This design comes from an exercise in tuning for small area, a short achievable clock period and few clock cycles on the open sky130 flow, not from production work. Function was checked by simulation only, so behaviour that the tests miss may differ from the original. Power figures rest on the tool's default switching activity, not on a simulated workload.

==> flow/design.v <==
module ADD9(
	input [8:0] X,
	input [8:0] Y,
	input CI,
	output [8:0] S
);
wire [8:0] p = X ^ Y;
reg [8:0] G, P;
reg [8:0] Gn, Pn;
integer i, d;
always @* begin
	G = X & Y;
	P = p;
	G[0] = G[0] | (P[0] & CI);
	P[0] = 1'b0;
	for (d = 1; d < 9; d = d * 2) begin
		Gn = G;
		Pn = P;
		for (i = 0; i < 9; i = i + 1)
			if (i >= d) begin
				Gn[i] = G[i] | (P[i] & G[i-d]);
				Pn[i] = P[i] & P[i-d];
			end
		G = Gn;
		P = Pn;
	end
end
assign S = p ^ {G[7:0], CI};
endmodule
module INC16(
	input [15:0] X,
	output [15:0] Y
);
reg [15:0] A, An;
integer i, d;
always @* begin
	A = X;    
	for (d = 1; d < 16; d = d * 2) begin
		An = A;
		for (i = 0; i < 16; i = i + 1)
			if (i >= d)
				An[i] = A[i] & A[i-d];
		A = An;
	end
end
assign Y = X ^ {A[14:0], 1'b1};
endmodule
module ALU(
	input [7:0] A,
	input [7:0] B,
	input CIN,
	input SUB,         
	input USE_C,       
	input SGN,         
	input S_SUM, S_MUL, S_SHL, S_SHR, S_AND, S_OR, S_XOR, S_NOT,
	input [8:0] P_S,
	input [8:0] P_C,
	input [8:0] P_D,
	output [8:0] MUL_S,
	output [8:0] MUL_C,
	output [8:0] MUL_D,
	output [8:0] RES
);
wire [8:0] bx = SUB ? {1'b1, ~B} : {1'b0, B};
wire cin = SUB ? ~(USE_C & CIN) : (USE_C & CIN);
wire [8:0] sum;
ADD9 ADD(.X({1'b0, A}), .Y(bx), .CI(cin), .S(sum));
wire [8:0] ma = {SGN & A[7], A};
wire [8:0] mb = {SGN & B[7], B};
wire [8:0] r [0:8];
genvar g;
generate
	for (g = 0; g < 9; g = g + 1) begin : gen_pp
		assign r[g] = ({9{mb[g]}} & ma) << g;
	end
endgenerate
function [17:0] csa;    
	input [8:0] x, y, z;
	csa = {((x & y) | (x & z) | (y & z)) << 1, x ^ y ^ z};
endfunction
wire [17:0] l1a = csa(r[0], r[1], r[2]);
wire [17:0] l1b = csa(r[3], r[4], r[5]);
wire [17:0] l1c = csa(r[6], r[7], r[8]);
wire [17:0] l2a = csa(l1a[8:0], l1a[17:9], l1b[8:0]);
wire [17:0] l2b = csa(l1b[17:9], l1c[8:0], l1c[17:9]);
wire [17:0] l3a = csa(l2a[8:0], l2a[17:9], l2b[8:0]);
assign MUL_S = l3a[8:0];
assign MUL_C = l3a[17:9];
assign MUL_D = l2b[17:9];
wire [17:0] l4a = csa(P_S, P_C, P_D);
wire [8:0] prod;
ADD9 MADD(.X(l4a[8:0]), .Y(l4a[17:9]), .CI(1'b0), .S(prod));
wire [8:0] shl = {1'b0, A} << B;
wire [8:0] shr = {1'b0, A} >> B;
assign RES = ({9{S_SUM}} & sum)
           | ({9{S_MUL}} & prod)
           | ({9{S_SHL}} & shl)
           | ({9{S_SHR}} & shr)
           | ({9{S_AND}} & {1'b0, A & B})
           | ({9{S_OR}}  & {1'b0, A | B})
           | ({9{S_XOR}} & {1'b0, A ^ B})
           | ({9{S_NOT}} & {1'b1, ~A});
endmodule
module CMP8(
	input [7:0] A,
	input [7:0] B,
	output EQ,
	output reg LT
);
assign EQ = A == B;
integer k;
always @* begin
	LT = 1'b0;    
	for (k = 0; k < 8; k = k + 1)
		if (A[k] != B[k])
			LT = B[k];
end
endmodule
module MEM(
	input CLK,
	input WE,
	input [15:0] HI,
	input [15:0] HW,
	input [15:0] LO,
	input [7:0] D,
	output [7:0] Q
);
wire [7:0] part [0:15];
wire [7:0] grp [0:15];
genvar j, i;
generate
	for (j = 0; j < 16; j = j + 1) begin : hi
		wire [7:0] sel [0:15];
		for (i = 0; i < 16; i = i + 1) begin : lo
			reg [7:0] W;
			always @(posedge CLK)
				if (WE & HW[j] & LO[i])
					W <= D;
			assign sel[i] = W & {8{LO[i]}};
		end
		assign part[j] = sel[0] | sel[1] | sel[2] | sel[3] | sel[4] | sel[5] | sel[6] | sel[7]
		               | sel[8] | sel[9] | sel[10] | sel[11] | sel[12] | sel[13] | sel[14] | sel[15];
		assign grp[j] = part[j] & {8{HI[j]}};
	end
endgenerate
assign Q = grp[0] | grp[1] | grp[2] | grp[3] | grp[4] | grp[5] | grp[6] | grp[7]
         | grp[8] | grp[9] | grp[10] | grp[11] | grp[12] | grp[13] | grp[14] | grp[15];
endmodule
module INPUT_INT(
	input CLK,
	input RST,
	input EN,
	input [7:0] INPUT,
	input [1:0] CFG,
	output reg INT_FLAG,
	output INT_NEXT
);
reg [7:0] PREV_INPUT;
wire edge_hit = (CFG == 2'b01) ? |(~PREV_INPUT & INPUT) :
                (CFG == 2'b11) ? |(PREV_INPUT & ~INPUT) : 1'b0;
assign INT_NEXT = EN ? edge_hit : INT_FLAG;
always @(posedge CLK) begin
	if (RST) begin
		INT_FLAG <= 1'b0;
		PREV_INPUT <= 8'd0;
	end
	else begin
		INT_FLAG <= INT_NEXT;
		if (EN)
			PREV_INPUT <= INPUT;
	end
end
endmodule
module TIMER_INT(
	input CLK,
	input RST,
	input EN,
	input [6:0] CFG0,
	input [6:0] CFG1,
	input [6:0] CFG2,
	input [6:0] CFG3,
	output reg [3:0] INT_FLAG,
	output [3:0] INT_NEXT
);
reg [9:0] CNT;
reg [5:0] TICK [0:3];
wire WRAP = CNT == 10'd999;
wire [6:0] CFG [0:3];
assign CFG[0] = CFG0;
assign CFG[1] = CFG1;
assign CFG[2] = CFG2;
assign CFG[3] = CFG3;
wire [3:0] hit;
genvar g;
generate
	for (g = 0; g < 4; g = g + 1) begin : gen_hit
		assign hit[g] = WRAP & CFG[g][0] & (CFG[g][6:1] == TICK[g]);
	end
endgenerate
assign INT_NEXT = EN ? hit : INT_FLAG;
integer i;
always @(posedge CLK) begin
	if (RST) begin
		CNT <= 10'd0;
		INT_FLAG <= 4'd0;
		for (i = 0; i < 4; i = i + 1)
			TICK[i] <= 6'd0;
	end
	else begin
		INT_FLAG <= INT_NEXT;
		if (EN) begin
			CNT <= WRAP ? 10'd0 : CNT + 10'd1;
			for (i = 0; i < 4; i = i + 1) begin
				if (hit[i])
					TICK[i] <= 6'd0;
				else if (WRAP)
					TICK[i] <= TICK[i] + 6'd1;
			end
		end
	end
end
endmodule
module AYUMU(
	input CLK,
	input RST,
	input [31:0] INPUT,
	output [31:0] OUTPUT,
	output [15:0] IADDR,
	input [15:0] IDATA
);
reg        RUN;       
reg        HOLD;      
reg        TAKE;      
reg [15:0] NPC;       
reg        C_FLAG;
reg        F_FLAG;
reg        INSERV;    
reg [15:0] SAVED_PC;  
reg [8:0]  P_S;       
reg        MWB;       
reg [3:0]  MW_IDX;    
reg [8:0]  P_C;
reg [8:0]  P_D;
reg [7:0]  R   [0:15];
reg [7:0]  IO  [0:3];
reg [15:0] VEC [0:7];    
reg [7:0]  VSET;
reg [1:0]  ICFG [0:3];    
reg [6:0]  TCFG [0:3];    
assign OUTPUT = {IO[3], IO[2], IO[1], IO[0]};
assign IADDR = NPC;
integer i;
wire [15:0] w = IDATA;
wire f_alui = w[15];
wire f_01   = ~w[15] & w[14];
wire f_alur = f_01 & (w[9:8] == 2'b00);
wire f_cmp  = f_01 & (w[9:8] == 2'b01);
wire f_io   = f_01 & (w[9:8] == 2'b10);
wire f_mem  = f_01 & (w[9:8] == 2'b11);
wire f_x1   = ~w[15] & ~w[14] & w[12];
wire f_jmp  = f_x1 & (w[7:4] == 4'd0);
wire f_not  = f_x1 & (w[7:4] == 4'd1);
wire f_reti = f_x1 & (w[7:4] == 4'd2);
wire a_hi = w[15];
wire a_lo = ~w[15] & (~w[14] | (w[9] & ~w[8]));
wire [3:0] f_a  = a_hi ? w[11:8] : a_lo ? w[3:0] : w[7:4];
wire [3:0] f_b  = w[3:0];
wire [3:0] f_op = f_alui ? {1'b0, w[14:12]} : w[13:10];
wire f_alu2 = f_alui | f_alur;    
wire [15:0] f_opd = {16{f_alu2}} & (16'd1 << f_op);
wire f_mul  = f_opd[2] | f_opd[8];
wire f_jmpu = f_jmp & (w[9:8] == 2'b00);
wire f_jmpc = f_jmp & (w[9:8] == 2'b01);
wire f_ret  = f_reti | (f_jmp & (w[9:8] == 2'b10));
wire f_vsel = w[3:0] != 4'd0;
reg [15:0] A_OH;        
reg [3:0]  A_IDX;       
reg [7:0]  OPA;         
reg [7:0]  OPB;         
reg [15:0] M_HI;        
reg [15:0] M_HW;        
reg [15:0] M_LO;        
reg        FWD_A, FWD_B;    
reg [7:0]  LAST;        
reg        S_SUM, S_MUL, S_SHL, S_SHR, S_AND, S_OR, S_XOR, S_NOT;
reg        D_SUB, D_USEC, D_SGN;
reg        C_EQ, C_NE, C_LT, C_GT, C_LE, C_GE;    
reg        D_ALU, D_LD, D_IN, D_OUT, D_SETV, D_SETC;
reg        D_RETI, D_VSEL;
reg [2:0]  D_K;         
wire adv = RUN & ~HOLD;       
wire exe = adv & ~TAKE;       
wire reg_we = exe & ((D_ALU & ~S_MUL) | D_LD | D_IN);    
wire we_any = reg_we | MWB;                   
wire [3:0] w_idx = MWB ? MW_IDX : A_IDX;      
wire [7:0] wd;
wire [15:0] PAIR = D_VSEL ? {R[14], R[15]} : {R[12], R[13]};
wire [7:0] A = FWD_A ? LAST : OPA;
wire [7:0] B = FWD_B ? LAST : OPB;
wire [8:0] alu_res;
wire       cmp_res;
wire [8:0] mul_s;
wire [8:0] mul_c;
wire [8:0] mul_d;
ALU ALU(.A(A), .B(B), .CIN(C_FLAG), .SUB(D_SUB), .USE_C(D_USEC), .SGN(D_SGN),
	.S_SUM(S_SUM & exe), .S_MUL(MWB), .S_SHL(S_SHL & exe), .S_SHR(S_SHR & exe), .S_AND(S_AND & exe),
	.S_OR(S_OR & exe), .S_XOR(S_XOR & exe), .S_NOT(S_NOT & exe), .P_S(P_S), .P_C(P_C), .P_D(P_D), .MUL_S(mul_s), .MUL_C(mul_c), .MUL_D(mul_d),
	.RES(alu_res));
wire eq_oo, lt_oo, eq_lo, lt_lo, eq_ol, lt_ol;
CMP8 CMP_OO(.A(OPA), .B(OPB), .EQ(eq_oo), .LT(lt_oo));
CMP8 CMP_LO(.A(LAST), .B(OPB), .EQ(eq_lo), .LT(lt_lo));
CMP8 CMP_OL(.A(OPA), .B(LAST), .EQ(eq_ol), .LT(lt_ol));
wire eq = FWD_A ? (FWD_B | eq_lo) : (FWD_B ? eq_ol : eq_oo);
wire lt = FWD_A ? (~FWD_B & lt_lo) : (FWD_B ? lt_ol : lt_oo);
assign cmp_res = (C_EQ & eq) | (C_NE & ~eq) | (C_LT & lt) | (C_GT & ~lt & ~eq)
               | (C_LE & (lt | eq)) | (C_GE & ~lt);
wire [7:0] mem_q;
MEM MEM(.CLK(CLK), .WE(~TAKE), .HI(M_HI), .HW(M_HW), .LO(M_LO), .D(A), .Q(mem_q));
wire [7:0] in_val = D_K[2] ? INPUT[D_K[1:0]*8 +: 8] : IO[D_K[1:0]];
assign wd = alu_res[7:0] | ({8{D_LD & exe}} & mem_q) | ({8{D_IN & exe}} & in_val);
wire [7:0] REQ;
wire [7:0] REQ_N;
genvar g;
generate
	for (g = 0; g < 4; g = g + 1) begin : gen_in
		INPUT_INT INPUT_INT(.CLK(CLK), .RST(RST), .EN(adv), .INPUT(INPUT[g*8 +: 8]), .CFG(ICFG[g]),
			.INT_FLAG(REQ[g]), .INT_NEXT(REQ_N[g]));
	end
endgenerate
TIMER_INT TIMER_INT(.CLK(CLK), .RST(RST), .EN(adv),
	.CFG0(TCFG[0]), .CFG1(TCFG[1]), .CFG2(TCFG[2]), .CFG3(TCFG[3]),
	.INT_FLAG(REQ[7:4]), .INT_NEXT(REQ_N[7:4]));
wire insrv_n = (adv & TAKE) ? 1'b1 : (exe & D_RETI) ? 1'b0 : INSERV;
wire f_n     = adv ? (exe & cmp_res) : F_FLAG;
wire take_n  = (REQ_N != 8'd0) & ~insrv_n;
reg [15:0] vsel_n;
reg [15:0] vec_j;
integer j;
always @* begin
	vsel_n = 16'd0;
	for (j = 7; j >= 0; j = j - 1) begin
		if (exe & D_SETV & (D_K == j))
			vec_j = PAIR;
		else
			vec_j = VSET[j] ? VEC[j] : 16'd0;
		if (REQ_N[j])
			vsel_n = vec_j;
	end
end
wire fwd_b_n = we_any & (w_idx == f_b);
wire pair_wr = we_any & (w_idx[3:2] == 2'b11);
wire f_wr    = f_alu2 | f_not | (f_mem & w[10]) | (f_io & (w[13:12] == 2'b00) & w[11]);
wire f_pair  = f_jmpu | f_jmpc | (f_io & (w[13:12] == 2'b01));
wire mul_haz = exe & S_MUL & (f_wr | (f_a == A_IDX) | (f_b == A_IDX) | (f_pair & (A_IDX[3:2] == 2'b11)));
wire haz_n   = mul_haz | ((f_jmpu | f_jmpc) & pair_wr) | (f_mem & fwd_b_n);
wire hold_n  = haz_n & ~take_n;
wire [15:0] tgt_n = f_vsel ? {R[14], R[15]} : {R[12], R[13]};
wire [15:0] npc_inc;
INC16 INC(.X(NPC), .Y(npc_inc));
wire [15:0] npc_base = haz_n ? NPC :
                       f_ret ? SAVED_PC : npc_inc;
wire jt_n    = ~haz_n & (f_jmpu | (f_jmpc & (adv ? exe & cmp_res : F_FLAG)));
wire [15:0] npc_n = take_n ? vsel_n : jt_n ? tgt_n : npc_base;
wire [7:0] rb_n = R[f_b];
wire [7:0] r74  = R[w[7:4]];
wire [7:0] rbhi = R[w[11:8]];
wire [7:0] ra_n = a_hi ? rbhi : a_lo ? rb_n : r74;
wire fwd_a_n_p = a_hi ? (w_idx == w[11:8]) : a_lo ? (w_idx == w[3:0]) : (w_idx == w[7:4]);
wire fwd_a_n = we_any & fwd_a_n_p;
always @(posedge CLK) begin
	A_OH   <= 16'd1 << f_a;
	A_IDX  <= f_a;
	OPA    <= ra_n;
	OPB    <= f_alui ? w[7:0] : rb_n;
	M_HI   <= 16'd1 << rb_n[7:4];
	M_HW   <= {16{f_mem & ~w[10] & ~haz_n & ~RST}} & (16'd1 << rb_n[7:4]);
	M_LO   <= 16'd1 << rb_n[3:0];
	FWD_A  <= fwd_a_n;
	FWD_B  <= ~f_alui & fwd_b_n;
	LAST   <= wd;
	S_SUM  <= f_opd[0] | f_opd[1] | f_opd[9] | f_opd[10];
	S_MUL  <= f_mul;
	S_SHL  <= f_opd[3];
	S_SHR  <= f_opd[4];
	S_AND  <= f_opd[5];
	S_OR   <= f_opd[6];
	S_XOR  <= f_opd[7];
	S_NOT  <= f_opd[11] | f_not;
	D_SUB  <= f_opd[1] | f_opd[10];
	D_USEC <= f_opd[9] | f_opd[10];
	D_SGN  <= f_opd[2];
	C_EQ   <= f_cmp & (w[13:10] == 4'd0);
	C_NE   <= f_cmp & (w[13:10] == 4'd1);
	C_LT   <= f_cmp & (w[13:10] == 4'd2);
	C_GT   <= f_cmp & (w[13:10] == 4'd3);
	C_LE   <= f_cmp & (w[13:10] == 4'd4);
	C_GE   <= f_cmp & (w[13:10] == 4'd5);
	D_ALU  <= f_alu2 | f_not;
	D_LD   <= f_mem & w[10];
	D_IN   <= f_io & (w[13:12] == 2'b00) & w[11];
	D_OUT  <= f_io & (w[13:12] == 2'b00) & ~w[11] & ~w[6];
	D_SETV <= f_io & (w[13:12] == 2'b01);
	D_SETC <= f_io & (w[13:12] == 2'b10);
	D_RETI <= f_ret;
	D_VSEL <= f_vsel;
	D_K    <= w[6:4];
end
always @(posedge CLK) begin
	if (exe & D_SETV)
		VEC[D_K] <= PAIR;
end
always @(posedge CLK) begin
	if (exe & S_MUL) begin
		MW_IDX <= A_IDX;
		P_S <= mul_s;
		P_C <= mul_c;
		P_D <= mul_d;
	end
end
always @(posedge CLK) begin
	if (RST) begin
		RUN <= 1'b0;
		HOLD <= 1'b0;
		TAKE <= 1'b0;
		NPC <= 16'd0;
		C_FLAG <= 1'b0;
		MWB <= 1'b0;
		F_FLAG <= 1'b0;
		INSERV <= 1'b0;
		SAVED_PC <= 16'd0;
		for (i = 0; i < 16; i = i + 1)
			R[i] <= 8'd0;
		for (i = 0; i < 4; i = i + 1) begin
			IO[i] <= 8'd0;
			ICFG[i] <= 2'd0;
			TCFG[i] <= 7'd0;
		end
		VSET <= 8'd0;
	end
	else begin
		RUN <= 1'b1;
		HOLD <= hold_n;
		TAKE <= take_n;
		NPC <= npc_n;
		INSERV <= insrv_n;
		F_FLAG <= f_n;
		if (take_n)
			SAVED_PC <= NPC;
		MWB <= exe & S_MUL;
		if (adv)
			C_FLAG <= exe & ~MWB & alu_res[8];
		else if (MWB)
			C_FLAG <= alu_res[8];
		for (i = 0; i < 16; i = i + 1)
			if ((reg_we & A_OH[i]) | (MWB & (MW_IDX == i)))
				R[i] <= wd;
		if (exe & D_OUT)
			IO[D_K[1:0]] <= A;
		if (exe & D_SETV)
			VSET[D_K] <= 1'b1;
		if (exe & D_SETC) begin
			if (D_K[2]) TCFG[D_K[1:0]] <= {A[7:2], A[0]};
			else ICFG[D_K[1:0]] <= A[1:0];
		end
	end
end
endmodule
==> flow/flow/run.sh <==
#!/bin/bash
set -o pipefail
bash standard.sh SETUP_SLACK_MARGIN=6.4 \
	"BUFFER_PORTS_ARGS=-buffer_cell sky130_fd_sc_hd__buf_4" finish > standard.log 2>&1
==> flow/standard.sh <==
#!/bin/bash
# synth_recipe.tcl (not shown) runs the flow's synth.tcl, then flattens the netlist and writes it again
# the make line also repeats each setting of config.mk as NAME=value (left out here)
make -C /OpenROAD-flow-scripts/flow DESIGN_CONFIG=/design/flow/config.mk WORK_HOME=/design/flow/orfs CLKGATE_MAP_FILE= SYNTH_SCRIPT=/design/flow/synth_recipe.tcl "${@:-finish}"
==> flow/config.mk <==
export PLATFORM = sky130hd
export DESIGN_NAME = AYUMU
export DESIGN_NICKNAME = AYUMU
export VERILOG_FILES = /design/flow/design.v
export SDC_FILE = /design/flow/constraint.sdc
export NUM_CORES = 4
export LEC_CHECK = 0
export CAP_MARGIN = 20
export CORE_MARGIN = 2
export CORE_UTILIZATION = 50
export CTS_CLUSTER_DIAMETER = 80
export CTS_CLUSTER_SIZE = 30
export SLEW_MARGIN = 20
==> flow/constraint.sdc <==
create_clock -name core_clock -period 10.0 [get_ports {CLK}]
set_input_delay 2.0000 -clock core_clock [delete_from_list [all_inputs] [get_ports {CLK}]]
set_output_delay 2.0000 -clock core_clock [all_outputs]
set_load 0.01 [all_outputs]
==> flow_metrics.env, run 1 <==
export IMPL_ys_ff_latch=2635
export IMPL_clock_latency_ps=870
export IMPL_cp_top_family="simple AND/OR/NAND/NOR gates"
export IMPL_crit_chain="buf_12 > buf_6 > buf_6 > a22o_1 > a221oi_2 > nand3_1 > o21ai_4 > nand4_1 > nor4_4 > nor2_2 > nor3_4 > buf_6 > buf_12 > a211oi_1"
export IMPL_utilization=0.578
export IMPL_synth_top_area_share=0.639
export IMPL_area_delta_synth_final_pct=15.1
export IMPL_cts_tree="done"
export IMPL_ir_drop_uv=210
export IMPL_num_vias=73000
export IMPL_ys_async_sr_fraction=0
export IMPL_synth_cell_area_um2=106000
export IMPL_relSlewSlack=0.190
export IMPL_crit_path_end_kind="flop"
export IMPL_clockBufferDepth=3
export IMPL_viasPerCell=6.88
export IMPL_hpwl_um=207000
export IMPL_post_route_min_period_ps=3920
export IMPL_grt_first_pass_wirelength_um=532000
export IMPL_finalWirelength_um=388000
export IMPL_worstPathArrival_ps=4600
export IMPL_drv_cap=0
export IMPL_period_share=0.392
export IMPL_ios=98
export IMPL_avgSynthCellArea_um2=14.2
export IMPL_multi_input_area_um2=30700
export IMPL_critPathKind="reg -> reg"
export IMPL_drv_slew=0
export IMPL_syn_nets=7627
export IMPL_hold_start="gen_in[0].INPUT_INT.PREV_INPUT[7]$_SDFFE_PP0P_"
export IMPL_holdBufCountCts=0
export IMPL_synth_distinct_cells=94
export IMPL_status="timing/DRC/antenna clean"
export IMPL_cts_htree_levels=4
export IMPL_hold_path_class="reg -> reg"
export IMPL_core_area_um2=212000
export IMPL_tightestPinTransition_ps=1220
export IMPL_dp_cells=10000
export IMPL_place_area_um2=111000
export IMPL_finalSetupViolations=0
export IMPL_cp_max_fo=5
export IMPL_clk_pin_slew_ps=110
export IMPL_grt_remaining_overflow=0
export IMPL_fp_dieH_um=465
export IMPL_antenna_found_initial=10
export IMPL_final_common_cell="edfxtp_1"
export IMPL_rows=169
export IMPL_power_leakage_nw=39.9
export IMPL_grtUsageTotal=0.346
export IMPL_critPathSlowestCell="nor4_4"
export IMPL_first_pass_iters=10
export IMPL_drive_above_1_share=0.163
export IMPL_tns_ps=0
export IMPL_p_per_area_nw_per_um2=172
export IMPL_cp_required_ps=10680
export IMPL_first_iter_violations=11000
export IMPL_numCtsBuffers=131
export IMPL_postRouteAntennaNets=0
export IMPL_ys_warn_count=11
export IMPL_fillers=16500
export IMPL_layout_common_cells="edfxtp_1 (2264), nor2_1 (547), a22oi_1 (446)"
export IMPL_dieArea_um2=216000
export IMPL_fmax_mhz=255
export IMPL_portBuffers=97
export IMPL_r2r_start="M_LO[1]$_SDFF_PP0_"
export IMPL_cpPeakStageDelay_ps=460
export IMPL_final_cell_count_no_fill=10600
export IMPL_start_util=0.502
export IMPL_syn_inst=7505
export IMPL_seq_area_um2=75500
export IMPL_gp_congestion=0.964
export IMPL_rsz0062_at_grt="true"
export IMPL_synth_flop_cell="edfxtp_1"
export IMPL_startpoint="M_LO[1]$_SDFF_PP0_"
export IMPL_synth_edf_count=2264
export IMPL_wl_per_cell_um=36.6
export IMPL_remaining_drc_errors=0
export IMPL_tritoncts_num_sinks=2635
export IMPL_die_w_um=465
export IMPL_yosys_area_top_type="edfxtp_1"
export IMPL_final_area_um2=122000
export IMPL_finalClockSkew_ps=56.4
export IMPL_grt_pass1_vias=67800
export IMPL_cp_start_kind="flop"
export IMPL_path_buf_inv=5
export IMPL_yosysSeqAreaShare=0.709
export IMPL_hold_violations=0
export IMPL_cpMostUsedCell="buf_6"
export IMPL_nNetsFinal=7810
export IMPL_root_buffer="clkbuf_16"
export IMPL_grt_max_degree=212
export IMPL_synth_area_leaders="edfxtp_1 (64%), dfxtp_1 (7.0%), a22oi_1 (3.2%)"
-- routing by layer --
layer  up-vias  wire [µm]  GRT usage
met4         4      19600      0.136
met5         -         24          0
met2      4699     177000      0.542
met1     37500     150000      0.486
li1      30100          -          -
met3       764      41400     0.0552
-- sequential cells by signal, summed over array words and instances (netlist names), 5 cells and up --
name,count
MEM.hi.lo.W,2048
R,128
VEC,128
IO,32
gen_in.INPUT_INT.PREV_INPUT,32
TCFG,28
TIMER_INT.TICK,24
A_OH,16
M_HI,16
M_HW,16
M_LO,16
NPC,16
SAVED_PC,16
TIMER_INT.CNT,10
P_S,9
ICFG,8
LAST,8
OPA,8
OPB,8
VSET,8
P_C,5
-- worst register-to-register path, cell delays in order, from the launching register on --
cell and delay [ps]:
dfxtp_4 450, buf_12 190, buf_6 120, buf_6 110
a22o_1 220, a221oi_2 290, nand3_1 200, o21ai_4 420
nand4_1 450, nor4_4 460, nor2_2 100, nor3_4 250
buf_6 200, buf_12 160, a211oi_1 110
-- power breakdown --
group	switching (W)	internal [W]	leakage [nW]
combinational	0.00149	0.000736	13.9
clock	0.00374	0.00280	2.12
sequential	0.000120	0.0121	23.9
total	0.00535	0.0157	39.9
-- stage by stage --
| stage | hold WS (ps) | worst slack [ps] | power [W] |
|---|---|---|---|
| detailed placement | 447 | 3650 | 0.0142 |
| global route | 475 | 6140 | 0.0215 |
| floorplan | 436 | 4480 | 0.0135 |
| global placement | 444 | 3770 | 0.0142 |
| finish | 456 | 6080 | 0.0210 |
| CTS | 458 | 6140 | 0.0208 |
-- logic make-up (layout without fill, tap and decap cells) --
kind of cell	after synthesis	count (layout)	synth area share
xor+xnor	121	121	0.00997
mux	174	174	0.0191
compound gates	2081	2081	0.146
fa+ha+maj	78	78	0.0105
other cells	0	6	0
simple gates	1767	1771	0.0815
flops	2635	2635	0.709
buf+inv	649	926	0.0234
-- area by class of cell --
class | instances | area share
antenna | 6 | 0.000123
multi-input combinational | 4225 | 0.251
clock buffer | 147 | 0.0284
tap | 2821 | 0.0289
inverter | 116 | 0.00412
timing repair inverter | 8 | 0.000368
timing repair buffer | 571 | 0.0629
sequential | 2635 | 0.617
clock inverter | 84 | 0.00751
-- final timing paths --
| kind | endpoint | slack, ps | cells past startpoint |
|---|---|---|---|
| setup reg to reg | R[5][0]$_SDFFE_PP0P_ | 6080 | 14 |
| hold / removal | gen_in[0].INPUT_INT.PREV_INPUT[7]$_SDFFE_PP0P_ | 460 | 2 |
| setup / recovery | R[5][0]$_SDFFE_PP0P_ | 6080 | 14 |
| hold reg to reg | gen_in[0].INPUT_INT.PREV_INPUT[7]$_SDFFE_PP0P_ | 460 | 2 |
-- cells in the mapped netlist, types with 112 or more instances --
cell / n
dfxtp_1: 371
a221oi_1: 370
nand2_1: 299
inv_1: 112
o21ai_0: 269
and2_1: 274
a22oi_1: 456
a211oi_1: 153
a22o_1: 338
a21oi_1: 158
clkbuf_1: 398
nor2_1: 568
mux2i_1: 126
nand3_1: 224
edfxtp_1: 2264
nand4_1: 162
-- timing repair --
| item | in CTS | in global routing |
|---|---|---|
| endpoints found under the setup margin | 314 | 205 |
| pin swaps | 91 | 114 |
| setup buffers | 216 | 45 |
| gates resized for setup | 387 | 252 |
| gates cloned | 58 | 21 |
Testbench counts, summed over its fixed seeds: cycles 148,940.
==> inputs of run 2 (changes only) <==
--- a/flow/design.v
+++ b/flow/design.v
@@ -118,7 +118,6 @@
 endmodule
 module MEM(
 	input CLK,
-	input WE,
 	input [15:0] HI,
 	input [15:0] HW,
 	input [15:0] LO,
@@ -134,7 +133,7 @@
 		for (i = 0; i < 16; i = i + 1) begin : lo
 			reg [7:0] W;
 			always @(posedge CLK)
-				if (WE & HW[j] & LO[i])
+				if (HW[j] & LO[i])
 					W <= D;
 			assign sel[i] = W & {8{LO[i]}};
 		end
@@ -315,7 +314,7 @@
 assign cmp_res = (C_EQ & eq) | (C_NE & ~eq) | (C_LT & lt) | (C_GT & ~lt & ~eq)
                | (C_LE & (lt | eq)) | (C_GE & ~lt);
 wire [7:0] mem_q;
-MEM MEM(.CLK(CLK), .WE(~TAKE), .HI(M_HI), .HW(M_HW), .LO(M_LO), .D(A), .Q(mem_q));
+MEM MEM(.CLK(CLK), .HI(M_HI), .HW(M_HW), .LO(M_LO), .D(A), .Q(mem_q));
 wire [7:0] in_val = D_K[2] ? INPUT[D_K[1:0]*8 +: 8] : IO[D_K[1:0]];
 assign wd = alu_res[7:0] | ({8{D_LD & exe}} & mem_q) | ({8{D_IN & exe}} & in_val);
 wire [7:0] REQ;
@@ -333,19 +332,16 @@
 wire insrv_n = (adv & TAKE) ? 1'b1 : (exe & D_RETI) ? 1'b0 : INSERV;
 wire f_n     = adv ? (exe & cmp_res) : F_FLAG;
 wire take_n  = (REQ_N != 8'd0) & ~insrv_n;
-reg [15:0] vsel_n;
-reg [15:0] vec_j;
-integer j;
+reg [15:0] vsel;
 always @* begin
-	vsel_n = 16'd0;
-	for (j = 7; j >= 0; j = j - 1) begin
-		if (exe & D_SETV & (D_K == j))
-			vec_j = PAIR;
-		else
-			vec_j = VSET[j] ? VEC[j] : 16'd0;
-		if (REQ_N[j])
-			vsel_n = vec_j;
-	end
+	if (REQ[0])      vsel = VSET[0] ? VEC[0] : 16'd0;
+	else if (REQ[1]) vsel = VSET[1] ? VEC[1] : 16'd0;
+	else if (REQ[2]) vsel = VSET[2] ? VEC[2] : 16'd0;
+	else if (REQ[3]) vsel = VSET[3] ? VEC[3] : 16'd0;
+	else if (REQ[4]) vsel = VSET[4] ? VEC[4] : 16'd0;
+	else if (REQ[5]) vsel = VSET[5] ? VEC[5] : 16'd0;
+	else if (REQ[6]) vsel = VSET[6] ? VEC[6] : 16'd0;
+	else             vsel = VSET[7] ? VEC[7] : 16'd0;
 end
 wire fwd_b_n = we_any & (w_idx == f_b);
 wire pair_wr = we_any & (w_idx[3:2] == 2'b11);
@@ -353,14 +349,16 @@
 wire f_pair  = f_jmpu | f_jmpc | (f_io & (w[13:12] == 2'b01));
 wire mul_haz = exe & S_MUL & (f_wr | (f_a == A_IDX) | (f_b == A_IDX) | (f_pair & (A_IDX[3:2] == 2'b11)));
 wire haz_n   = mul_haz | ((f_jmpu | f_jmpc) & pair_wr) | (f_mem & fwd_b_n);
-wire hold_n  = haz_n & ~take_n;
+wire hold_n  = ~HOLD & take_n | haz_n;
 wire [15:0] tgt_n = f_vsel ? {R[14], R[15]} : {R[12], R[13]};
 wire [15:0] npc_inc;
 INC16 INC(.X(NPC), .Y(npc_inc));
-wire [15:0] npc_base = haz_n ? NPC :
+wire [15:0] npc_base = (HOLD & TAKE) ? vsel :
+                       haz_n ? NPC :
                        f_ret ? SAVED_PC : npc_inc;
-wire jt_n    = ~haz_n & (f_jmpu | (f_jmpc & (adv ? exe & cmp_res : F_FLAG)));
-wire [15:0] npc_n = take_n ? vsel_n : jt_n ? tgt_n : npc_base;
+wire jmp_ok  = ~(HOLD & TAKE) & ~haz_n;
+wire jt_n    = jmp_ok & (f_jmpu | (f_jmpc & (adv ? exe & cmp_res : F_FLAG)));
+wire [15:0] npc_n = jt_n ? tgt_n : npc_base;
 wire [7:0] rb_n = R[f_b];
 wire [7:0] r74  = R[w[7:4]];
 wire [7:0] rbhi = R[w[11:8]];
@@ -373,7 +371,7 @@
 	OPA    <= ra_n;
 	OPB    <= f_alui ? w[7:0] : rb_n;
 	M_HI   <= 16'd1 << rb_n[7:4];
-	M_HW   <= {16{f_mem & ~w[10] & ~haz_n & ~RST}} & (16'd1 << rb_n[7:4]);
+	M_HW   <= {16{f_mem & ~w[10] & ~hold_n & ~take_n & ~RST}} & (16'd1 << rb_n[7:4]);
 	M_LO   <= 16'd1 << rb_n[3:0];
 	FWD_A  <= fwd_a_n;
 	FWD_B  <= ~f_alui & fwd_b_n;
@@ -444,7 +442,7 @@
 		NPC <= npc_n;
 		INSERV <= insrv_n;
 		F_FLAG <= f_n;
-		if (take_n)
+		if (~HOLD & take_n)
 			SAVED_PC <= NPC;
 		MWB <= exe & S_MUL;
 		if (adv)
==> run 2 against run 1 <==
  * Still clean on timing, DRC and antenna
  * Utilization shrank 2.0 points
  * Routed wire length shrank 12%
  * Die area shrank 1.5%
  * Register-to-register slack gained 220 ps
  * Critical endpoint is now R[15][2]$_SDFFE_PP0P_
  * Highest routed layer unchanged
==> flow_metrics.env, run 2 <==
export IMPL_power_leakage_nw=37.2
export IMPL_holdBufCountCts=0
export IMPL_fmax_mhz=270
export IMPL_post_route_min_period_ps=3700
export IMPL_syn_inst=7179
export IMPL_final_common_cell="edfxtp_1"
export IMPL_synth_distinct_cells=97
export IMPL_yosysMostFrequentCell="edfxtp_1"
export IMPL_ys_async_sr_fraction=0
export IMPL_grt_first_pass_wirelength_um=475000
export IMPL_tritoncts_num_sinks=2635
export IMPL_tightestPinTransition_ps=1230
export IMPL_avgSynthCellArea_um2=14.6
export IMPL_dp_slack_ps=3970
export IMPL_synthMuxAreaShare=0.0175
export IMPL_worstPathArrival_ps=4360
export IMPL_viasPerCell=6.69
export IMPL_area_delta_synth_final_pct=11.3
export IMPL_gp_congestion=0.937
export IMPL_synth_xor_area_frac=0.0104
export IMPL_portBuffers=97
export IMPL_ys_warn_count=11
export IMPL_yosys_area_share_simple=0.0763
export IMPL_combPwrFrac=0.108
export IMPL_clockBufferDepth=3
export IMPL_fp_dieH_um=462
export IMPL_root_buffer="clkbuf_16"
export IMPL_cp_start_kind="flop"
export IMPL_crit_chain="buf_16 > a22o_1 > a221oi_2 > nand3_1 > o21ai_4 > nand4_1 > nor4_4 > nor2_2 > nor3_4 > buf_12 > a211oi_1"
export IMPL_drive_above_1_share=0.136
export IMPL_finalClockSkew_ps=55.7
export IMPL_rsz0062_at_grt="true"
export IMPL_antenna_found_initial=8
export IMPL_reg_largest_list="MEM.hi.lo.W (2048), R (128), VEC (128)"
export IMPL_rows=168
export IMPL_tns_ps=0
export IMPL_p_per_area_nw_per_um2=179
export IMPL_numCtsBuffers=120
export IMPL_layout_common_cells="edfxtp_1 (2264), nor2_1 (476), a22oi_1 (422)"
export IMPL_yosysSeqAreaShare=0.720
export IMPL_final_cell_count_no_fill=10100
export IMPL_relSlewSlack=0.181
export IMPL_die_w_um=462
export IMPL_synth_area_leaders="edfxtp_1 (65%), dfxtp_1 (7.1%), a221oi_1 (3.2%)"
export IMPL_nNetsFinal=7320
export IMPL_core_area_um2=209000
export IMPL_wl_per_cell_um=33.7
export IMPL_clk_pin_slew_ps=110
export IMPL_grt_pass1_vias=63700
export IMPL_pwr_share_clk=0.301
export IMPL_finalWirelength_um=340000
export IMPL_clock_latency_ps=850
export IMPL_grt_remaining_overflow=0
export IMPL_grtUsageTotal=0.308
export IMPL_fin_ws_ps=6300
export IMPL_regMostFlops="MEM.hi.lo.W"
export IMPL_cp_required_ps=10660
export IMPL_seqPwrFrac=0.591
export IMPL_finalSetupViolations=0
export IMPL_hold_path_class="reg -> reg"
export IMPL_largest_reg_flops=2048
export IMPL_syn_nets=7298
export IMPL_num_vias=67600
export IMPL_synth_flop_cell="edfxtp_1"
export IMPL_postRouteAntennaNets=0
export IMPL_drv_cap=0
export IMPL_first_iter_violations=9029
export IMPL_ir_drop_uv=167
export IMPL_whs_ps=462
export IMPL_switching_share=0.261
export IMPL_dieArea_um2=213000
export IMPL_synth_fa_ha_area_frac=0.0105
export IMPL_start_util=0.501
export IMPL_crit_path_end_kind="flop"
export IMPL_hold_violations=0
export IMPL_power_switching_w=0.00545
export IMPL_p_int_w=0.0155
export IMPL_remaining_drc_errors=0
export IMPL_synth_edf_count=2264
export IMPL_hpwl_um=203000
export IMPL_drv_slew=0
export IMPL_synth_top_area_share=0.649
export IMPL_synth_common_cells="edfxtp_1 (2264), nor2_1 (493), a22oi_1 (438)"
export IMPL_critPathSlowestCell="nor4_4"
export IMPL_cpPeakStageDelay_ps=740
export IMPL_fillers=16700
export IMPL_first_pass_iters=9
export IMPL_critPathKind="reg -> reg"
export IMPL_cts_tree="done"
export IMPL_status="timing/DRC/antenna clean"
export IMPL_synth_top_family_by_area="compound AO/OA/AOI/OAI gates"
export IMPL_cp_max_fo=45
export IMPL_r2r_slack_ps=6300
export IMPL_synth_compound_area_frac=0.143
export IMPL_yosys_area_top_type="edfxtp_1"
export IMPL_synth_cell_area_um2=105000
export IMPL_dp_cells=9727
export IMPL_ios=98
export IMPL_cts_htree_levels=3
export IMPL_grt_max_degree=218
export IMPL_ys_ff_latch=2635
export IMPL_period_share=0.370
[run 2: changes by cell type after synthesis, moves of 29 or more]
| cell | delta |
|---|---|
| a21oi_1 | +32 |
| o21ai_0 | -81 |
| inv_1 | -29 |
| mux2i_1 | -43 |
| nand3_1 | -74 |
| clkbuf_1 | -35 |
| o22ai_1 | -37 |
| nor2_1 | -75 |
[run 2: cell type report]
cell class / count / area (µm²) / share of cell area
diodes: 8 / 20.0 / 0.000172
repair inverters: 7 / 37.5 / 0.000322
repair buffers: 393 / 4290 / 0.0368
clock buffers: 134 / 3150 / 0.0270
flip-flops and latches: 2635 / 75500 / 0.647
multi-input cells: 3953 / 28700 / 0.246
inverters: 91 / 389 / 0.00334
clock inverters: 79 / 1020 / 0.00871
well taps: 2805 / 3510 / 0.0301
[run 2: kinds of logic (layout without fill, tap and decap cells)]
| family | count (synthesis) | after routing |
|---|---|---|
| adders and majority gates | 77 | 77 |
| other | 0 | 8 |
| and+or+nand+nor | 1612 | 1617 |
| buffers and inverters | 598 | 704 |
| AOI/OAI and AO/OA | 1979 | 1981 |
| xor gates and xnor gates | 124 | 124 |
| DFF | 2635 | 2635 |
| muxes | 154 | 154 |
[run 2: final timing paths]
path,startpoint,cells after the start,endpoint
max,M_LO[3]$_SDFF_PP0_,11,R[15][2]$_SDFFE_PP0P_
min reg2reg,TIMER_INT.INT_FLAG[3]$_SDFF_PP0_,2,TIMER_INT.INT_FLAG[3]$_SDFF_PP0_
min,TIMER_INT.INT_FLAG[3]$_SDFF_PP0_,2,TIMER_INT.INT_FLAG[3]$_SDFF_PP0_
max reg2reg,M_LO[3]$_SDFF_PP0_,11,R[15][2]$_SDFFE_PP0P_
[run 2: worst max-delay path: cells and delay by family, from the launching register on]
family / cells / cell delay [ps]
buf+inv: 2 / 410
flops: 1 / 430
simple gates: 5 / 1690
compound gates: 4 / 920
[run 2: stage by stage]
step / util / cell area, µm² / power (W)
finish: 0.558 / 117000 / 0.0209
global route: 0.558 / 117000 / 0.0214
CTS: 0.551 / 115000 / 0.0208
detailed placement: 0.522 / 109000 / 0.0146
global placement: 0.521 / 109000 / 0.0146
floorplan: - / 106000 / 0.0137
[run 2: power by group through the flow]
stage          Combinational [W]  Sequential (W)  Clock [W]
2_1_floorplan            0.00115          0.0126          0
3_3_place_gp             0.00192          0.0126          0
3_5_place_dp             0.00195          0.0126          0
4_1_cts                  0.00213          0.0124    0.00633
5_1_grt                  0.00237          0.0124    0.00668
6_report                 0.00226          0.0124    0.00629
[run 2: timing repair]
| action | CTS | global route |
|---|---|---|
| pin swaps | 50 | 46 |
| setup buffers | 79 | 47 |
| gates cloned | 18 | 12 |
| endpoints found under the setup margin | 513 | 235 |
| resized for setup | 234 | 170 |
[run 2: metal layers]
layer  routed length (µm)  part of all wire  vias to the layer above  GRT usage
li1                     -                 -                    28500          -
met1               137000              0.40                    35000      0.433
met2               164000              0.48                     3488      0.503
met3                28600             0.084                      520     0.0421
met4                11400             0.034                        4     0.0923
met5                   23          0.000068                        -          0
Testbench counts of run 2, summed over its fixed seeds: cycles 150,582.

==> port drivers added, routing unchanged <==
In the flow no input, the clock included, has a driving cell. The finished layouts below were timed again as built, in two steps. Step 1 sets driving cells, clkbuf_16 on the clock port and buf_2 on the other inputs (assumed; they add their load-dependent delay and slew). Step 2 also shifts input and output timing later by t, the mid clock arrival at the registers, as if the neighbouring blocks saw the same clock. a / b / c = no drivers / after step 1 / after step 2; a / b = the first two.
run | t, ns | setup WS [ns] | worst hold slack (ns) | worst register clock-pin slew, ns
run 1 | 0.932 | 6.077 / 6.071 / 5.139 | 0.456 / 0.456 / 0.456 | 0.12 / 0.12
run 2 | 0.912 | 6.298 / 6.298 / 5.457 | 0.462 / 0.462 / 0.462 | 0.12 / 0.12
After both steps every run listed still meets setup and hold. For run 1, which loses most, drivers alone change the setup slack by -0.006 ns; drivers and shift together by -0.938 ns.
